Context: an optimization exercise on an open-source flow, tuned for small area and a short achievable clock period. The choices shown serve that exercise and are no tape-out recipe. The flow treats the clock pin as an ideal source. Dropping or thinning the clock tree relies on that and would not hold on a real chip. No activity file was given, so power comes from the tool's default toggle rates.

onyx:
==> flow/design.v (excerpt) <==
module PacketArbiter #
 ( parameter WIDTH = 8,
   parameter DEPTH = 8,
   parameter DLOG2 = 3,
   parameter KLOG2 = 3)
 ( input   clk,
   input   reset,
   input  [WIDTH-1:0]  A_tdata,
   input   A_tvalid,
   input   A_tlast,
   output reg A_tready,
   input  [WIDTH-1:0]  B_tdata,
   input   B_tvalid,
   input   B_tlast,
   output reg B_tready,
   output reg [WIDTH-1:0]  K_tdata,
   output reg K_tvalid,
   output reg K_tlast,
   input   K_tready);
  function [2:0] inc3(input [2:0] v);
    inc3 = {v[2] ^ (v[1] & v[0]), v[1] ^ v[0], ~v[0]};
  endfunction
  function [7:0] jdec(input [3:0] j);
    jdec = { j[3] & ~j[2], j[2] & ~j[1], j[1] & ~j[0], j[3] &  j[0],
             j[2] & ~j[3], j[1] & ~j[2], j[0] & ~j[1], ~j[3] & ~j[0]};
  endfunction
  reg [WIDTH-1:0] A_mem [0:DEPTH-1];
  reg [WIDTH-1:0] B_mem [0:DEPTH-1];
  reg [WIDTH-1:0] K_mem [0:DEPTH-1];
  reg [2:0] wa, wb, lenA, lenB, kw;
  reg [3:0] ra, rb;              
  reg [DEPTH-1:0] kr;            
  reg grant;
  reg [WIDTH-1:0] cdata;
  reg [DEPTH-1:0] kwe;
  wire endA = (lenA != 0) && (lenA == kw);
  ...
Size: about 610 cells after synthesis, about 250 flip-flops, roughly 35 I/O pins, ~0.0096 mm² of cells after synthesis.
==> flow/config.mk <==
export PLATFORM = sky130hd
export DESIGN_NAME = PacketArbiter
export DESIGN_NICKNAME = PacketArbiter
export VERILOG_FILES = /design/flow/design.v
export SDC_FILE = /design/flow/constraint.sdc
export NUM_CORES = 4
export LEC_CHECK = 0
export CAP_MARGIN = 20
export CORE_MARGIN = 2
export CORE_UTILIZATION = 60
export SETUP_SLACK_MARGIN = 2.3
export SLEW_MARGIN = 20
==> flow/constraint.sdc <==
create_clock -name core_clock -period 4.0 [get_ports {clk}]
set_input_delay 0.8000 -clock core_clock [delete_from_list [all_inputs] [get_ports {clk}]]
set_output_delay 0.8000 -clock core_clock [all_outputs]
set_load 0.01 [all_outputs]
standard.sh (not shown) runs the stock make flow with config.mk's settings and CLKGATE_MAP_FILE= SYNTH_SCRIPT=/design/flow/synth_recipe.tcl, a recipe that flattens the netlist after the stock synthesis.
==> flow/flow/run.sh <==
#!/bin/bash
# Standard ORFS layout, except that the clock tree is built by flow/cts_pre.tcl
# (hooked in through PRE_CTS_TCL) instead of TritonCTS. make's output goes to
# make.log here; ORFS's per-step logs stay under orfs/logs.
set -euo pipefail
here=$(pwd)
bash standard.sh "PRE_CTS_TCL=$here/flow/cts_pre.tcl" finish > make.log 2>&1
==> flow/flow/cts_pre.tcl <==
# Sourced by ORFS's cts.tcl before clock_tree_synthesis (PRE_CTS_TCL): builds
# a two-level clock tree by hand (the clock port drives 4 mid buffers, which
# drive 8 leaf buffers, each leaf driving about 30 flip-flops), then turns
# the clock_tree_synthesis call that follows into a no-op.
source [file join [file dirname [info script]] mycts.tcl]
mycts_run 4 8 sky130_fd_sc_hd__clkbuf_16 sky130_fd_sc_hd__clkbuf_16
set_propagated_clock [all_clocks]
proc clock_tree_synthesis {args} {
  puts "clock_tree_synthesis skipped: manual clock tree in place"
}
==> flow/flow/mycts.tcl <==
proc mycts_centre {items} {
  set sx 0; set sy 0
  foreach s $items { set sx [expr {$sx + [lindex $s 1]}]; set sy [expr {$sy + [lindex $s 2]}] }
  set n [llength $items]
  return [list [expr {int($sx / $n)}] [expr {int($sy / $n)}]]
}
proc mycts_split {items ngroups} {
  set groups [list $items]
  set axis 0
  while {[llength $groups] < $ngroups} {
    set ng {}
    foreach g $groups {
      set idx [expr {$axis ? 2 : 1}]
      set s [lsort -real -index $idx $g]
      set h [expr {[llength $s] / 2}]
      lappend ng [lrange $s 0 [expr {$h - 1}]] [lrange $s $h end]
    }
    set groups $ng
    set axis [expr {1 - $axis}]
  }
  return $groups
}
proc mycts_buf {name cell xy innet} {
  set block [ord::get_db_block]
  set m [[ord::get_db] findMaster $cell]
  set b [odb::dbInst_create $block $m $name]
  set w [$m getWidth]
  $b setLocation [expr {[lindex $xy 0] - $w / 2}] [lindex $xy 1]
  $b setPlacementStatus PLACED
  set net [odb::dbNet_create $block net_$name]
  $net setSigType CLOCK
  [$b findITerm A] connect $innet
  [$b findITerm X] connect $net
  return $net
}
proc mycts_run {nmid nleaf midcell leafcell} {
  set block [ord::get_db_block]
  set clknet [$block findNet clk]
  $clknet setSigType CLOCK
  set sinks {}
  foreach it [$clknet getITerms] {
    set bb [[$it getInst] getBBox]
    lappend sinks [list $it [expr {([$bb xMin] + [$bb xMax]) / 2.0}] [expr {([$bb yMin] + [$bb yMax]) / 2.0}]]
  }
  set leaves {}
  set i 0
  foreach g [mycts_split $sinks $nleaf] {
    set c [mycts_centre $g]
    lappend leaves [list $g [lindex $c 0] [lindex $c 1] $i]
    incr i
  }
  set j 0
  foreach mg [mycts_split $leaves $nmid] {
    set mnet [mycts_buf clkmid_$j $midcell [mycts_centre $mg] $clknet]
    foreach lf $mg {
      set lnet [mycts_buf clkleaf_[lindex $lf 3] $leafcell [lrange $lf 1 2] $mnet]
      foreach s [lindex $lf 0] {
        set it [lindex $s 0]
        $it disconnect
        $it connect $lnet
      }
    }
    incr j
  }
}
The following lists how umber was set up differently from onyx:
==> flow/flow/run.sh <==
#!/bin/bash
# Standard ORFS layout, except that:
# - the clock tree is built by flow/cts_pre.tcl (hooked in through PRE_CTS_TCL)
#   instead of TritonCTS;
# - a few slow cells are added to the platform's don't-use list, so that
#   synthesis maps their logic to other gates (registers are unaffected).
# make's output goes to make.log here; ORFS's per-step logs stay under orfs/logs.
set -euo pipefail
here=$(pwd)
platform_dont_use=$(awk '/^export DONT_USE_CELLS \+= /{on=1} on{print; if ($0 !~ /\\$/) exit}' \
  "$FLOW_HOME/platforms/sky130hd/config.mk" | grep -o 'sky130_fd_sc_hd__[A-Za-z0-9_]*' | tr '\n' ' ')
extra=$(cat "$here/flow/dont_use.txt" | tr -s ' \n' ' ')
bash standard.sh "PRE_CTS_TCL=$here/flow/cts_pre.tcl" "DONT_USE_CELLS=$platform_dont_use $extra" finish > make.log 2>&1
==> flow/flow/cts_pre.tcl <==
# Sourced by ORFS's cts.tcl before clock_tree_synthesis (PRE_CTS_TCL): builds
# a two-level clock tree by hand (the clock port drives 4 mid buffers, which
# drive 10 leaf buffers, each leaf driving about 26 flip-flops), then turns
# the clock_tree_synthesis call that follows into a no-op.
source [file join [file dirname [info script]] mycts.tcl]
mycts_run 4 10 sky130_fd_sc_hd__clkbuf_16 sky130_fd_sc_hd__clkbuf_16
set_propagated_clock [all_clocks]
proc clock_tree_synthesis {args} {
  puts "clock_tree_synthesis skipped: manual clock tree in place"
}
==> flow/flow/dont_use.txt (new file) <==
sky130_fd_sc_hd__ha_1 sky130_fd_sc_hd__ha_2 sky130_fd_sc_hd__ha_4
sky130_fd_sc_hd__a222oi_1
--- a/flow/flow/mycts.tcl
+++ b/flow/flow/mycts.tcl
@@ -6,17 +6,13 @@
 }
-proc mycts_split {items ngroups} {
-  set groups [list $items]
-  set axis 0
-  while {[llength $groups] < $ngroups} {
-    set ng {}
-    foreach g $groups {
-      set idx [expr {$axis ? 2 : 1}]
-      set s [lsort -real -index $idx $g]
-      set h [expr {[llength $s] / 2}]
-      lappend ng [lrange $s 0 [expr {$h - 1}]] [lrange $s $h end]
-    }
-    set groups $ng
-    set axis [expr {1 - $axis}]
-  }
-  return $groups
+proc mycts_split {items ngroups {axis 0}} {
+  # cut items into ngroups groups of near-equal size, alternating the cut axis
+  if {$ngroups <= 1} { return [list $items] }
+  set n1 [expr {$ngroups / 2}]
+  set n2 [expr {$ngroups - $n1}]
+  set idx [expr {$axis ? 2 : 1}]
+  set s [lsort -real -index $idx $items]
+  set h [expr {int(round([llength $s] * double($n1) / $ngroups))}]
+  set next [expr {1 - $axis}]
+  return [concat [mycts_split [lrange $s 0 [expr {$h - 1}]] $n1 $next] \
+                 [mycts_split [lrange $s $h end] $n2 $next]]
 }
[summary]
- umber was carried through to the last stage, and its layout satisfied the timing, design-rule and antenna checks.
- Simple-gate share of the synthesized area up 1.9 points in umber wrt onyx
- Diff umber and onyx: post-route cell area lower in onyx
- Looking at launching element of the worst setup path, the grant result is from umber; the ra[2] one comes from onyx.
- Overall fraction of global-route tracks in use (umber over onyx): increase, 0.42 points
No functional check of the RTL was part of any run of this note. In every run of this note, the design's own scripts or RTL, not TritonCTS, make the clock network.

---

## job 1537
Another version of the RTL of PacketArbiter (not shown whole).
Size: roughly 610 cells after synthesis, roughly 260 flip-flops, roughly 35 I/O pins, roughly 9600 um2 of cells after synthesis.
## PacketArbiter
module PacketArbiter #
 ( parameter WIDTH = 8,
   parameter DEPTH = 8,
   parameter DLOG2 = 3,
   parameter KLOG2 = 3)
 ( input   clk,
   input   reset,
   input  [WIDTH-1:0]  A_tdata,
   input   A_tvalid,
   input   A_tlast,
   output reg A_tready,
   input  [WIDTH-1:0]  B_tdata,
   input   B_tvalid,
   input   B_tlast,
   output reg B_tready,
   output reg [WIDTH-1:0]  K_tdata,
   output reg K_tvalid,
   output reg K_tlast,
   input   K_tready);
Settings: LEC_CHECK=0, CAP_MARGIN=20, CORE_MARGIN=2, CORE_UTILIZATION=60, SETUP_SLACK_MARGIN=2.4, SLEW_MARGIN=20; clock period 4.0 ns.
==> flow/flow/run.sh <==
#!/bin/bash
# Standard ORFS layout, except that:
# - the clock tree is built by flow/cts_pre.tcl (hooked in through PRE_CTS_TCL)
#   instead of TritonCTS;
# - the port buffers are buf_2 cells (BUFFER_PORTS_ARGS);
# - setup repair only resizes gates and swaps pins (SETUP_MOVE_SEQUENCE).
# make's output goes to make.log here; ORFS's per-step logs stay under orfs/logs.
set -euo pipefail
here=$(pwd)
bash standard.sh "PRE_CTS_TCL=$here/flow/cts_pre.tcl" \
  "BUFFER_PORTS_ARGS=-buffer_cell sky130_fd_sc_hd__buf_2" \
  "SETUP_MOVE_SEQUENCE=unbuffer,sizeup,swap" \
  finish > make.log 2>&1
Other scripts of this flow, unchanged in this note and not shown: flow/flow/cts_pre.tcl, flow/flow/mycts.tcl
Relative to job 1537, the following input files were edited for job 6265:
Settings: SETUP_SLACK_MARGIN now 2.3, was 2.4.
==> flow/flow/run.sh <==
#!/bin/bash
# Standard ORFS layout, except that the clock tree is built by flow/cts_pre.tcl
# (hooked in through PRE_CTS_TCL) instead of TritonCTS. make's output goes to
# make.log here; ORFS's per-step logs stay under orfs/logs.
set -euo pipefail
here=$(pwd)
bash standard.sh "PRE_CTS_TCL=$here/flow/cts_pre.tcl" finish > make.log 2>&1
### Flow results
- Job 6265 finished every step from synthesis to the final layout, and the layout passed the timing, design-rule and antenna checks.
- Via count, job 6265 and job 1537, higher one = job 6265.
- The run showing the greater first-pass GRT wire length is job 6265.
- Looking at type of the tightest min-delay check, the input port to async pin result is from job 1537; the flip-flop to flip-flop one comes from job 6265.
- For job 1537, the cell at the slowest stage of the critical path was sky130_fd_sc_hd__nand4_1, unlike job 6265, where it was sky130_fd_sc_hd__dfrtp_2.
- From job 1537 to job 6265, area after synthesis did not move at all.
--- input diff job 6265..job 4693 ---
Settings: SETUP_SLACK_MARGIN now 2.2, was 2.3.
--- outcome ---
Sequential power: job 4693 vs job 6265 up about 3%
Hold slack ends up higher on job 6265.
sky130_fd_sc_hd__dfrtp_4 as the worst-path cell with the longest stage delay was reported by job 4693, and sky130_fd_sc_hd__dfrtp_2 by job 6265.
Delta (job 4693 minus job 6265): met2 capacity usage during global routing saw an increase; register-to-register slack went down by 0.12 ns.
Function was not checked in any run of this note: the RTL went through the layout flow alone. No run of this note takes its clock network from TritonCTS; it comes from the design's own scripts or RTL.

---

The RTL this note starts from:
==> flow/design.v <==
module PacketArbiter #
 ( parameter WIDTH = 8,
   parameter DEPTH = 8,
   parameter DLOG2 = 3,
   parameter KLOG2 = 3)
 ( input   clk,
   input   reset,
   input  [WIDTH-1:0]  A_tdata,
   input   A_tvalid,
   input   A_tlast,
   output reg A_tready,
   input  [WIDTH-1:0]  B_tdata,
   input   B_tvalid,
   input   B_tlast,
   output reg B_tready,
   output reg [WIDTH-1:0]  K_tdata,
   output reg K_tvalid,
   output reg K_tlast,
   input   K_tready);
  function [2:0] inc3(input [2:0] v);
    inc3 = {v[2] ^ (v[1] & v[0]), v[1] ^ v[0], ~v[0]};
  endfunction
  function [7:0] jdec(input [3:0] j);
    jdec = { j[3] & ~j[2], j[2] & ~j[1], j[1] & ~j[0], j[3] &  j[0],
             j[2] & ~j[3], j[1] & ~j[2], j[0] & ~j[1], ~j[3] & ~j[0]};
  endfunction
  reg [WIDTH-1:0] A_mem [0:DEPTH-1];
  reg [WIDTH-1:0] B_mem [0:DEPTH-1];
  reg [WIDTH-1:0] K_mem [0:DEPTH-1];
  reg [2:0] wa, wb, lenA, lenB, kw;
  reg [3:0] ra, rb;              
  reg [DEPTH-1:0] kr;            
  reg grant;
  reg [2:0] lsel;    
  reg [WIDTH-1:0] cdata;
  reg [DEPTH-1:0] kwe;
  wire endA = (lenA != 0) && (lenA == kw);
  wire endB = (lenB != 0) && (lenB == kw);
  wire endc = grant ? endB : endA;
  wire [DEPTH-1:0] krn = {kr[DEPTH-1:1], 1'b0};
  wire klast = krn[lsel];
  wire [2:0] lenA_n = (A_tvalid && A_tlast) ? wa : lenA;
  wire [2:0] lenB_n = (B_tvalid && B_tlast) ? wb : lenB;
  wire grant_n = grant ^ endc;
  always @(posedge clk, posedge reset) begin
    if (reset) begin
      wa <= 0; wb <= 0; lenA <= 0; lenB <= 0;
      A_tready <= 1'b0; B_tready <= 1'b0;
    end else begin
      if (A_tvalid) begin
        A_tready <= ~A_tlast;
        wa <= A_tlast ? 3'd0 : inc3(wa);
        if (A_tlast) lenA <= wa;
      end
      if (B_tvalid) begin
        B_tready <= ~B_tlast;
        wb <= B_tlast ? 3'd0 : inc3(wb);
        if (B_tlast) lenB <= wb;
      end
    end
  end
  always @(posedge clk, posedge reset) begin
    if (reset) begin
      ra <= 0; rb <= 0; kw <= 0; grant <= 1'b0; lsel <= 0;
    end else begin
      lsel <= grant_n ? lenA_n : lenB_n;
      if (grant) rb <= {rb[2:0], ~rb[3]};
      else       ra <= {ra[2:0], ~ra[3]};
      kw <= endc ? 3'd0 : inc3(kw);
      grant <= grant_n;
    end
  end
  always @(posedge clk, posedge reset) begin
    if (reset) begin
      kr <= 1; K_tvalid <= 1'b0; K_tlast <= 1'b0;
    end else if (K_tready) begin
      K_tvalid <= 1'b1;
      K_tlast <= klast;
      kr <= klast ? {{(DEPTH-1){1'b0}}, 1'b1} : {kr[DEPTH-2:0], kr[DEPTH-1]};
    end
  end
  wire [DEPTH-1:0] sa = jdec(ra);
  wire [DEPTH-1:0] sb = jdec(rb);
  reg [WIDTH-1:0] crd, krd;
  integer i;
  always @* begin
    crd = {WIDTH{1'b0}};
    krd = {WIDTH{1'b0}};
    for (i = 0; i < DEPTH; i = i + 1) begin
      crd = crd | ({WIDTH{~grant & sa[i]}} & A_mem[i])
                | ({WIDTH{ grant & sb[i]}} & B_mem[i]);
      krd = krd | ({WIDTH{kr[i]}} & K_mem[i]);
    end
  end
  wire kbyp = |(kwe & kr);
  always @(posedge clk) begin
    if (A_tvalid && !reset) A_mem[wa] <= A_tdata;
    if (B_tvalid && !reset) B_mem[wb] <= B_tdata;
    cdata <= crd;
    for (i = 0; i < DEPTH; i = i + 1) begin
      kwe[i] <= !reset && kw == i;
      if (kwe[i]) K_mem[i] <= cdata;
    end
    if (K_tready) K_tdata <= kbyp ? cdata : krd;
  end
endmodule
clock: 4.0 ns
lec_check: 0
cap_margin: 20
core_margin: 2
core_utilization: 60
setup_slack_margin: 2.3
slew_margin: 20
tns_end_percent: 5
==> flow/flow/run.sh <==
#!/bin/bash
# Standard ORFS layout, except that the clock tree is built by flow/cts_pre.tcl
# (hooked in through PRE_CTS_TCL) instead of TritonCTS. make's output goes to
# make.log here; ORFS's per-step logs stay under orfs/logs.
set -euo pipefail
here=$(pwd)
bash standard.sh "PRE_CTS_TCL=$here/flow/cts_pre.tcl" finish > make.log 2>&1
==> flow/flow/cts_pre.tcl <==
# Sourced by ORFS's cts.tcl before clock_tree_synthesis (PRE_CTS_TCL): builds
# a two-level clock tree by hand (the clock port drives 4 mid buffers, which
# drive 10 leaf buffers, each leaf driving about 26 flip-flops), then turns
# the clock_tree_synthesis call that follows into a no-op.
source [file join [file dirname [info script]] mycts.tcl]
mycts_run 4 10 sky130_fd_sc_hd__clkbuf_16 sky130_fd_sc_hd__clkbuf_16
set_propagated_clock [all_clocks]
proc clock_tree_synthesis {args} {
  puts "clock_tree_synthesis skipped: manual clock tree in place"
}
==> flow/flow/mycts.tcl <==
proc mycts_centre {items} {
  set sx 0; set sy 0
  foreach s $items { set sx [expr {$sx + [lindex $s 1]}]; set sy [expr {$sy + [lindex $s 2]}] }
  set n [llength $items]
  return [list [expr {int($sx / $n)}] [expr {int($sy / $n)}]]
}
proc mycts_split {items ngroups {axis 0}} {
  # cut items into ngroups groups of near-equal size, alternating the cut axis
  if {$ngroups <= 1} { return [list $items] }
  set n1 [expr {$ngroups / 2}]
  set n2 [expr {$ngroups - $n1}]
  set idx [expr {$axis ? 2 : 1}]
  set s [lsort -real -index $idx $items]
  set h [expr {int(round([llength $s] * double($n1) / $ngroups))}]
  set next [expr {1 - $axis}]
  return [concat [mycts_split [lrange $s 0 [expr {$h - 1}]] $n1 $next] \
                 [mycts_split [lrange $s $h end] $n2 $next]]
}
proc mycts_buf {name cell xy innet} {
  set block [ord::get_db_block]
  set m [[ord::get_db] findMaster $cell]
  set b [odb::dbInst_create $block $m $name]
  set w [$m getWidth]
  $b setLocation [expr {[lindex $xy 0] - $w / 2}] [lindex $xy 1]
  $b setPlacementStatus PLACED
  set net [odb::dbNet_create $block net_$name]
  $net setSigType CLOCK
  [$b findITerm A] connect $innet
  [$b findITerm X] connect $net
  return $net
}
proc mycts_run {nmid nleaf midcell leafcell} {
  set block [ord::get_db_block]
  set clknet [$block findNet clk]
  $clknet setSigType CLOCK
  set sinks {}
  foreach it [$clknet getITerms] {
    set bb [[$it getInst] getBBox]
    lappend sinks [list $it [expr {([$bb xMin] + [$bb xMax]) / 2.0}] [expr {([$bb yMin] + [$bb yMax]) / 2.0}]]
  }
  set leaves {}
  set i 0
  foreach g [mycts_split $sinks $nleaf] {
    set c [mycts_centre $g]
    lappend leaves [list $g [lindex $c 0] [lindex $c 1] $i]
    incr i
  }
  set j 0
  foreach mg [mycts_split $leaves $nmid] {
    set mnet [mycts_buf clkmid_$j $midcell [mycts_centre $mg] $clknet]
    foreach lf $mg {
      set lnet [mycts_buf clkleaf_[lindex $lf 3] $leafcell [lrange $lf 1 2] $mnet]
      foreach s [lindex $lf 0] {
        set it [lindex $s 0]
        $it disconnect
        $it connect $lnet
      }
    }
    incr j
  }
}
==> next run, changes <==
==> flow/flow/run.sh (replaced) <==
#!/bin/bash
# Standard ORFS layout, except that:
# - the clock tree is built by flow/cts_pre.tcl (hooked in through PRE_CTS_TCL)
#   instead of TritonCTS;
# - the port buffers are buf_2 cells (BUFFER_PORTS_ARGS).
# make's output goes to make.log here; ORFS's per-step logs stay under orfs/logs.
set -euo pipefail
here=$(pwd)
bash standard.sh "PRE_CTS_TCL=$here/flow/cts_pre.tcl" \
  "BUFFER_PORTS_ARGS=-buffer_cell sky130_fd_sc_hd__buf_2" \
  finish > make.log 2>&1
TNS_END_PERCENT = not set   (was 5)
What happened: The changed run finished clean. Utilization went up by 0.58 points. Total power went up by 1.6%. Synthesized cell count stays the same. Hold slack gets worse by 0.0091 ns. Fmax went up by 0.58%.
==> next run, changes <==
==> flow/flow/run.sh (replaced) <==
#!/bin/bash
# Standard ORFS layout, except that the clock tree is built by flow/cts_pre.tcl
# (hooked in through PRE_CTS_TCL) instead of TritonCTS. make's output goes to
# make.log here; ORFS's per-step logs stay under orfs/logs.
set -euo pipefail
here=$(pwd)
bash standard.sh "PRE_CTS_TCL=$here/flow/cts_pre.tcl" finish > make.log 2>&1
SETUP_SLACK_MARGIN = 2.0   (was 2.3)
After rerunning:
- worst setup slack is worse by 0.24 ns
- routed wire length went down by 7.4%
- final cell count went down by 5.5%
- global-route usage went down by 1.5 points
- flip-flop and latch count is unchanged
- critical path depth is unchanged
- via count went down by 6.2%
- fmax went down by 12%
- clock power stays flat
- sequential power went up by about 4%
- design area went down by 4.5%
==> next run, changes <==
==> flow/flow/run.sh (replaced) <==
#!/bin/bash
# Standard ORFS layout, except that:
# - the clock tree is built by flow/cts_pre.tcl (hooked in through PRE_CTS_TCL)
#   instead of TritonCTS;
# - the port buffers are buf_2 cells (BUFFER_PORTS_ARGS).
# make's output goes to make.log here; ORFS's per-step logs stay under orfs/logs.
set -euo pipefail
here=$(pwd)
bash standard.sh "PRE_CTS_TCL=$here/flow/cts_pre.tcl" \
  "BUFFER_PORTS_ARGS=-buffer_cell sky130_fd_sc_hd__buf_2" \
  finish > make.log 2>&1
==> flow/flow/cts_pre.tcl (replaced) <==
# Sourced by ORFS's cts.tcl before clock_tree_synthesis (PRE_CTS_TCL): builds
# a two-level clock tree by hand (the clock port drives 4 mid clock inverters,
# which drive 10 leaf clock inverters, each leaf driving about 26 flip-flops;
# two inversions, so the flip-flops see the port's clock), then turns the
# repair_clock_inverters and clock_tree_synthesis calls that follow into
# no-ops (repair_clock_inverters would clone the leaf inverters per flip-flop).
source [file join [file dirname [info script]] mycts.tcl]
mycts_run 4 10 sky130_fd_sc_hd__clkinv_16 sky130_fd_sc_hd__clkinv_16
set_propagated_clock [all_clocks]
proc repair_clock_inverters {args} {
  puts "repair_clock_inverters skipped: manual clock tree in place"
}
proc clock_tree_synthesis {args} {
  puts "clock_tree_synthesis skipped: manual clock tree in place"
}
--- a/flow/flow/mycts.tcl
+++ b/flow/flow/mycts.tcl
@@ -28,3 +28,5 @@
   [$b findITerm A] connect $innet
-  [$b findITerm X] connect $net
+  set out [$b findITerm X]
+  if {$out eq "NULL" || $out eq ""} { set out [$b findITerm Y] }
+  $out connect $net
   return $net
SETUP_SLACK_MARGIN = 2.4   (was 2.0)
Result:
- cell area climbs by about 11%
- setup slack improved by 0.21 ns
- clock power is lower by about 6%
==> next run, changes <==
--- a/flow/flow/run.sh
+++ b/flow/flow/run.sh
@@ -4,3 +4,4 @@
 #   instead of TritonCTS;
-# - the port buffers are buf_2 cells (BUFFER_PORTS_ARGS).
+# - the port buffers are buf_2 cells (BUFFER_PORTS_ARGS);
+# - setup repair only resizes gates and swaps pins (SETUP_MOVE_SEQUENCE).
 # make's output goes to make.log here; ORFS's per-step logs stay under orfs/logs.
@@ -10,2 +11,3 @@
   "BUFFER_PORTS_ARGS=-buffer_cell sky130_fd_sc_hd__buf_2" \
+  "SETUP_MOVE_SEQUENCE=unbuffer,sizeup,swap" \
   finish > make.log 2>&1
==> flow/flow/cts_pre.tcl (replaced) <==
# Sourced by ORFS's cts.tcl before clock_tree_synthesis (PRE_CTS_TCL): builds
# a two-level clock tree by hand (the clock port drives 4 mid buffers, which
# drive 10 leaf buffers, each leaf driving about 26 flip-flops), then turns
# the clock_tree_synthesis call that follows into a no-op.
source [file join [file dirname [info script]] mycts.tcl]
mycts_run 4 10 sky130_fd_sc_hd__clkbuf_16 sky130_fd_sc_hd__clkbuf_16
set_propagated_clock [all_clocks]
proc clock_tree_synthesis {args} {
  puts "clock_tree_synthesis skipped: manual clock tree in place"
}
--- a/flow/flow/mycts.tcl
+++ b/flow/flow/mycts.tcl
@@ -28,5 +28,3 @@
   [$b findITerm A] connect $innet
-  set out [$b findITerm X]
-  if {$out eq "NULL" || $out eq ""} { set out [$b findITerm Y] }
-  $out connect $net
+  [$b findITerm X] connect $net
   return $net
SETUP_SLACK_MARGIN = 2.3   (was 2.4)
Effect: Via count went down by 7.6%; setup slack is worse by 0.29 ns; synthesized area does not change.
No run of this note included a check of the RTL's function; only the layout flow was run. No run of this note takes its clock network from TritonCTS; it comes from the design's own scripts or RTL.

## re-timing with driven ports
The flow's constraints put no driver on any port. The routed layouts listed below were extracted and timed again, unchanged, in two steps.
Step 1 (the two cells are an assumption about what drives the block):
set clk [get_ports {clk}]
set_driving_cell -lib_cell sky130_fd_sc_hd__clkbuf_16 $clk
set_driving_cell -lib_cell sky130_fd_sc_hd__buf_2 [delete_from_list [all_inputs] $clk]
Step 2 adds t to the input delays and takes it off the output delays; t is the mean of the earliest and latest rising clock arrival at the registers after step 1. Input paths then give back, and output paths get back, about the clock's delay inside the block.
Slacks: ideal / step 1 / step 2; pairs: ideal / step 1.
run	shift t [ns]	setup WS [ns]	worst hold slack (ns)	worst data-port slew with drivers (ns)	cell pins on the clock port's net
onyx	0.394	2.276 / 2.268 / 2.033	0.474 / 0.407 / 0.477	0.04	4
umber	0.389	2.137 / 2.137 / 1.937	0.487 / 0.487 / 0.487	0.06	4
job 1537	0.386	1.885 / 1.885 / 1.885	0.480 / 0.437 / 0.480	0.09	4
job 6265	0.383	2.331 / 2.271 / 1.996	0.491 / 0.491 / 0.491	0.05	4
job 4693	0.388	2.215 / 2.140 / 1.909	0.467 / 0.467 / 0.467	0.04	4
the first run of note 3	0.389	2.240 / 2.147 / 1.889	0.476 / 0.476 / 0.476	0.07	4
the second run of note 3	0.390	2.250 / 2.250 / 2.012	0.467 / 0.467 / 0.467	0.05	4
the third run of note 3	0.383	2.013 / 1.953 / 1.739	0.511 / 0.511 / 0.511	0.06	4
the fourth run of note 3	0.380	2.226 / 2.226 / 2.029	0.472 / 0.473 / 0.473	0.09	4
the fifth run of note 3	0.386	1.935 / 1.935 / 1.655	0.470 / 0.470 / 0.470	0.08	4
After both steps every run listed still meets setup and hold. The setup slack of the first run of note 3, which loses most, moves by -0.093 ns with the drivers and by -0.351 ns with both steps.
